This is an optimization exercise on Yosys and OpenROAD, whose aim is small area and a short achievable clock period, not a production implementation.
The RTL was checked by simulation tests, not by an equivalence proof against the original design.
Power figures rest on the tool's default switching activity, not on a simulated workload.

===== flow/design.v =====
 `timescale 1ns / 1ps
module test1 (clk,reset,num_input,cal_input,enter,ans); 
    input clk;
    input reset; 
    input num_input;
    input cal_input;
    input enter;
    output [7:0]ans;
    reg [7:0]ans; 
    reg [127:0]stack_num;
    reg [127:0]stack_cal;
    reg [7:0]tmp_num;
    reg [7:0]tmp_cal;
    reg [7:0]index_cal;
    reg [127:0]tmp;
    reg [7:0]tail;
    reg [7:0]num1;
    reg [7:0]num2;
    reg [7:0]cal1;
    always @(posedge clk) begin
    tmp=tmp+1;
    if(~reset) begin
        tmp=0;
        ans = 0;
        tmp_num=0;
        tmp_cal=0;
        index_cal=0;
        stack_num=0;
        stack_cal=0;
    end
    else begin
        if(tmp>15)begin
            if(num_input==0)
                begin
                tmp=0;
                    if(tmp_cal!=0)begin
                            repeat(3) begin
                                    if(stack_cal[7:0]>=tmp_cal && index_cal) begin
                                        num1= stack_num[7:0];
                                        num2 = stack_num[15:8];
                                        stack_num = stack_num>>8;
                                        cal1 = stack_cal[7:0];
                                        stack_cal = stack_cal>>8;
                                        index_cal = index_cal-1;
                                        if(cal1==2) begin
                                           num1=num1+num2;
                                        end
                                        else if(cal1==3) begin
                                            num1=num2-num1;
                                        end
                                        else if(cal1==4) begin
                                            num1=num1*num2;
                                        end
                                        else if(cal1==5) begin
                                            num1=(num1==0) ? 8'hFF : num2/num1;
                                        end
                                        stack_num[7:0] = num1;
                                    end
                            end
                        stack_cal =(stack_cal<<8);
                        stack_cal = stack_cal + tmp_cal ;
                        index_cal = index_cal+1;
                        tmp_cal= 0;
                    end
                    tmp_num=tmp_num+1;
                    ans=tmp_num;
                end
            else begin
                if(cal_input==0) begin
                    tmp=0;
                    if(tmp_num!=0)begin
                        stack_num =(stack_num<<8);
                        stack_num = stack_num + tmp_num ;
                        tmp_num = 0 ;
                    end
                    tmp_cal=tmp_cal+1;
                    ans=tmp_cal;
                end
                else begin
                    if(enter==0) begin
                        tmp=0;
                        if(tmp_num!=0 || tmp_cal!=0) begin
                            if(tmp_num!=0)begin
                                stack_num =(stack_num<<8);
                                stack_num = stack_num + tmp_num ;
                                tmp_num = 0 ;
                            end 
                            else begin
                            if(tmp_cal!=0)begin
                                stack_cal =(stack_cal<<8);
                                stack_cal = stack_cal + tmp_cal ;
                                index_cal = index_cal+1;
                                tmp_cal= 0;
                            end
                            end
                        end
                        else  begin
                            repeat(4) begin
                                    if(index_cal) begin
                                    num1= stack_num[7:0];
                                    num2 = stack_num[15:8];
                                    stack_num = stack_num>>8;
                                    cal1 = stack_cal[7:0];
                                    stack_cal = stack_cal>>8;
                                    index_cal = index_cal-1;
                                    if(cal1==2) begin
                                       num1=num1+num2;
                                    end
                                    else if(cal1==3) begin
                                        num1=num2-num1;
                                    end
                                    else if(cal1==4) begin
                                        num1=num1*num2;
                                    end
                                    else if(cal1==5) begin
                                        num1=(num1==0) ? 8'hFF : num2/num1;
                                    end
                                    stack_num[7:0] = num1;
                                    end
                            end
                        ans=stack_num[7:0];
                        end
                    end
                end
            end
        end
    end
    end
endmodule

===== flow/run.sh =====
#!/bin/bash
# synth_recipe.tcl (not shown) runs the flow's synth.tcl, then flattens the netlist and writes it again
# the make line also repeats each setting of config.mk as NAME=value (left out here)
make -C /OpenROAD-flow-scripts/flow DESIGN_CONFIG=/design/flow/config.mk WORK_HOME=/design/flow/orfs CLKGATE_MAP_FILE= SYNTH_SCRIPT=/design/flow/synth_recipe.tcl finish

===== flow/config.mk =====
export PLATFORM = sky130hd
export DESIGN_NAME = test1
export DESIGN_NICKNAME = test1
export VERILOG_FILES = /design/flow/design.v
export SDC_FILE = /design/flow/constraint.sdc
export NUM_CORES = 4
export LEC_CHECK = 0
export CAP_MARGIN = 20
export CORE_MARGIN = 2
export CORE_UTILIZATION = 25
export SLEW_MARGIN = 20

===== flow/constraint.sdc =====
create_clock -name core_clock -period 45.0 [get_ports {clk}]
set_input_delay 9.0000 -clock core_clock [delete_from_list [all_inputs] [get_ports {clk}]]
set_output_delay 9.0000 -clock core_clock [all_outputs]
set_load 0.01 [all_outputs]

==> results.rst <==
.. list-table::
   :header-rows: 1

   * - Metric
     - Value
   * - Status
     - no timing/DRC/antenna violations
   * - Buffer levels on the longest clock path
     - 3
   * - Post-Synth Adder-Cell Area
     - 0.1240
   * - Largest family of logic cells by synthesized area
     - compound AO/OA/AOI/OAI gates
   * - Number of port buffers
     - 12
   * - Die span in x
     - 496.2 µm
   * - Clock Sinks
     - roughly 420
   * - Total congestion overflow
     - 0
   * - Number of filler instances in the final layout
     - roughly 27000
   * - Maximum single-stage delay on the critical path
     - approximately 0.64 ns
   * - Startpoint kind of the worst setup timing path
     - flip-flop
   * - Fraction of the yosys area taken by sequential cells
     - 0.1375
   * - Syn_nets
     - 9598
   * - Average footprint of a synthesized cell
     - 6.697 µm²
   * - Cell leakage power
     - roughly 26 nW
   * - DIE AREA
     - ~0.25 mm²
   * - Tot GR Track Use
     - 0.1745
   * - Number of enable flip-flop cells after synthesis
     - 0
   * - Cell mode on critical path
     - sky130_fd_sc_hd__o21a_1
   * - Setup crit end kind
     - flip-flop
   * - Vertical die dimension
     - 496.2 µm
   * - Pin count of the biggest net entering global routing
     - 190
   * - Area inside the core boundary
     - between 0.2 and 0.25 mm²
   * - Area of all placed cells without fillers
     - 0.06572 mm²
   * - Post-layout net count
     - ~9000
   * - Fraction of synthesis flops using an asynchronous set or reset pin
     - 0
   * - Synth Flop Type
     - sky130_fd_sc_hd__dfxtp_1
   * - Post-Synth XOR/XNOR Area
     - 0.05893
   * - Area fraction in and, or, nand and nor cells after synthesis
     - 0.2544
   * - Ratio of cells with drive above 1 in the final layout
     - 0.07794
   * - Portion of netlist area occupied by mux cells
     - 0.05037
   * - Number of global-route vias before repair
     - between 60000 and 70000
   * - Tmin final
     - about 42 ns
   * - Compound-cell area share of the yosys netlist
     - 0.2960
   * - Distinct cells, synth
     - ~130
   * - Critical path fanouts, max
     - 15
   * - Number of DRC markers in iteration 0
     - roughly 8500
   * - Via total after detailed routing
     - ~66000
   * - Number of detailed-route iterations in the first pass
     - 11
   * - Total clock buffers created by CTS
     - 56
   * - Standard-cell rows
     - 180
   * - Area of placed instances
     - 0.06308 mm²
   * - Wire length per cell
     - 19.34 µm
   * - DRC
     - 0
   * - Worst Path Required
     - 45.55 ns
   * - Initial core utilization
     - 0.2515
   * - Yosys warning total
     - 1
   * - Hold buffer count at CTS
     - 0
   * - HPWL after DPL
     - roughly 150000 µm
   * - Number of endpoints failing setup at the final stage
     - 0
   * - Insertion delay of the later-clocked pin in the worst-skew pair
     - a little under 0.7 ns
   * - Power Dens Cells
     - 14.00 mW/mm²
   * - TritonCTS clock tree
     - done
   * - Routed Wire Length
     - between 200000 and 250000 µm
   * - Tightest Hold Check Type
     - reg -> reg
   * - Post-Syn Instances
     - approximately 9000
   * - CTS root buffer
     - sky130_fd_sc_hd__clkbuf_16
   * - Cell taking the most area after synthesis
     - sky130_fd_sc_hd__dfxtp_1
   * - Setup slack after placement
     - -0.5488 ns
   * - Crit share post-route
     - 0.9411
   * - Number of pins with negative max-slew slack in the final report
     - 0
   * - H-Tree Depth
     - 2
   * - Antenna violations before repair
     - 8
   * - Arrival time of data at the critical path endpoint
     - 42.90 ns
   * - Post-route clock skew
     - around 0.038 ns
   * - Slowest stage cell, crit path
     - sky130_fd_sc_hd__or4b_2
   * - Final weighted congestion in routability-driven placement
     - about 1.0
   * - Area Overhead vs Synth
     - 8.516%
   * - Top Ports
     - 13
   * - Most area-consuming cells after synthesis
     - sky130_fd_sc_hd__dfxtp_1 (14%), sky130_fd_sc_hd__nor2_1 (10%), sky130_fd_sc_hd__ha_1 (9.6%)
   * - Max_cap viols
     - 0
   * - Tightest Pin Transition
     - about 1.2 ns
   * - Achievable clock frequency
     - roughly 0.024 GHz
   * - Final hold violation count
     - 0
   * - Startpoint-to-endpoint class of the critical path
     - reg -> reg
   * - Max-slew headroom
     - 0.2018
   * - Clock Pin Slew Worst Setup and Hold Paths
     - about 0.060 ns
   * - Synth top area share
     - 0.1375
   * - Final Worst Setup Slack
     - 2.652 ns
   * - Cell area after synthesis
     - around 0.061 mm²
   * - Register bit count reported by yosys
     - between 400 and 500
   * - Worst IR Drop VDD
     - 0.03089 mV
   * - Number of antenna-violating nets in the routed design
     - 0
   * - Routed vias/inst
     - between 5 and 6
   * - Global-route wire length before repair
     - 353100 µm
-- flip-flops by register name, indices dropped and copies added, names as in the netlist --
signal / cells
index_cal: 8
tmp: 128
stack_num: 128
tmp_num: 8
tmp_cal: 8
ans: 8
stack_cal: 128
-- kinds of logic (layout without fill, tap and decap cells) --
group / Yosys count / in the layout
xor+xnor: 390 / 390
fa+ha+maj: 550 / 550
other cells: 0 / 2
compound gates: 2575 / 2575
mux: 286 / 286
flops: 416 / 416
buf+inv: 1253 / 717
simple gates: 3573 / 3573
-- placed cells by master (no fill, tap or decap), types with 84 or more instances in the layout --
cell,netlist,routed
sky130_fd_sc_hd__dfxtp_1,416,416
sky130_fd_sc_hd__a211oi_1,119,119
sky130_fd_sc_hd__a31oi_1,119,118
sky130_fd_sc_hd__fa_1,84,84
sky130_fd_sc_hd__a222oi_1,221,221
sky130_fd_sc_hd__o21ai_0,381,371
sky130_fd_sc_hd__nand2_1,1075,1069
sky130_fd_sc_hd__o21a_1,90,90
sky130_fd_sc_hd__nor3_1,229,223
sky130_fd_sc_hd__nor2_1,1609,1589
sky130_fd_sc_hd__o211ai_1,161,161
sky130_fd_sc_hd__ha_1,466,462
sky130_fd_sc_hd__nand3_1,172,172
sky130_fd_sc_hd__mux2i_1,150,144
sky130_fd_sc_hd__xnor2_1,238,235
sky130_fd_sc_hd__buf_4,0,224
sky130_fd_sc_hd__mux2_2,133,131
sky130_fd_sc_hd__o22ai_1,186,185
sky130_fd_sc_hd__inv_1,363,361
sky130_fd_sc_hd__a21oi_1,600,578
sky130_fd_sc_hd__xor2_1,141,141
-- critical path: cells and delay by family, from the launching register on --
| kind | cells | cell delay (ns) |
|---|---|---|
| compound gates | 119 | 18.36 |
| fa+ha+maj | 31 | 8.76 |
| simple gates | 64 | 8.02 |
| mux | 14 | 3.71 |
| buf+inv | 20 | 3.03 |
| flops | 1 | 0.34 |
-- through the flow --
stage	instances	total power [mW]	hold slack, ns	setup TNS [ns]	utilization
2_1_floorplan	9043	0.4309	0.4363	0	-
3_5_place_dp	11550	0.4484	0.4470	-1.002	0.2620
4_1_cts	11650	0.9266	0.4545	0	0.2701
6_report	11690	0.9203	0.4553	0	0.2730
3_3_place_gp	11550	0.4480	0.4442	0	0.2620
5_1_grt	11690	0.9507	0.5005	-0.4564	0.2729
-- cell type report --
| type | instances | area (µm²) | share of cell area |
|---|---|---|---|
| tap | 3185 | 3985 | 0.06064 |
| clock inverter | 15 | 160.2 | 0.002437 |
| inverter | 373 | 1418 | 0.02157 |
| antenna | 2 | 5.005 | 0.00007616 |
| timing repair buffer | 242 | 1928 | 0.02934 |
| clock buffer | 87 | 1729 | 0.02631 |
| sequential | 416 | 8328 | 0.1267 |
| multi-input combinational | 7374 | 48160 | 0.7329 |
-- layer usage --
metal | part of all wire | vias to the layer above | track usage
li1 | - | 31280 | -
met1 | 0.44 | 31360 | 0.2454
met2 | 0.44 | 3124 | 0.2700
met3 | 0.094 | 405 | 0.02765
met4 | 0.031 | 4 | 0.05610
met5 | 0.00021 | - | 0
-- report_power, final --
part / switching (mW) / internal (mW) / leakage [nW] / total, mW
registers: 0.000341 / 0.369 / 3.35 / 0.369
logic: 0.0506 / 0.0271 / 21.8 / 0.0778
clock network: 0.195 / 0.279 / 0.939 / 0.474
total: 0.246 / 0.674 / 26.1 / 0.920
-- path summary, 6_finish.rpt --
kind                  end  cells after the start  slack [ns]    startpoint
max          stack_num[0]                    248        2.65  stack_num[7]
min            tmp_cal[7]                      2        0.46    tmp_cal[7]
max reg2reg  stack_num[0]                    248        2.65  stack_num[7]
min reg2reg    tmp_cal[7]                      2        0.46    tmp_cal[7]
-- synth_stat cells, types with 90 or more instances --
cell	instances
sky130_fd_sc_hd__ha_1	466
sky130_fd_sc_hd__inv_1	363
sky130_fd_sc_hd__mux2_2	133
sky130_fd_sc_hd__nand3_1	172
sky130_fd_sc_hd__clkbuf_1	739
sky130_fd_sc_hd__mux2i_1	150
sky130_fd_sc_hd__nor2_1	1609
sky130_fd_sc_hd__o21ai_0	381
sky130_fd_sc_hd__xnor2_1	238
sky130_fd_sc_hd__o211ai_1	161
sky130_fd_sc_hd__a21oi_1	600
sky130_fd_sc_hd__a211oi_1	119
sky130_fd_sc_hd__xor2_1	141
sky130_fd_sc_hd__a31oi_1	119
sky130_fd_sc_hd__dfxtp_1	416
sky130_fd_sc_hd__o21a_1	90
sky130_fd_sc_hd__o22ai_1	186
sky130_fd_sc_hd__a222oi_1	221
sky130_fd_sc_hd__nand2_1	1075
sky130_fd_sc_hd__nor3_1	229
sky130_fd_sc_hd__buf_1	96
-- timing repair --
action / in CTS / in global routing
setup endpoints to repair: 2 / 6
setup buffers: 3 / 38
pin swaps: 2 / 34
gates resized for setup: 7 / 101

[what the ideal ports hide]
How much do the figures lean on ideal ports? The routed layout below was timed once more, with nothing changed but the port constraints.
Step 1 assumes that a clkbuf_16 drives the clock port and a buf_2 every other input.
Step 2 adds t to the input delays and takes it off the output delays; t is the mean of the earliest and latest rising clock arrival at the registers after step 1. Input paths then give back, and output paths get back, about the clock's delay inside the block.
Slacks: ideal ports / drivers / drivers and shift; pairs: ideal ports / drivers.
shift t [ns]: 0.729
setup WS [ns]: 2.652 / 2.652 / 2.652
clock arrival spread, ns: 0.038 / 0.038
worst slew at a driven data input, ns: 0.10
After both steps setup and hold are still met in this run. The setup slack of this run moves by 0.000 ns with the drivers and by 0.000 ns with both steps.
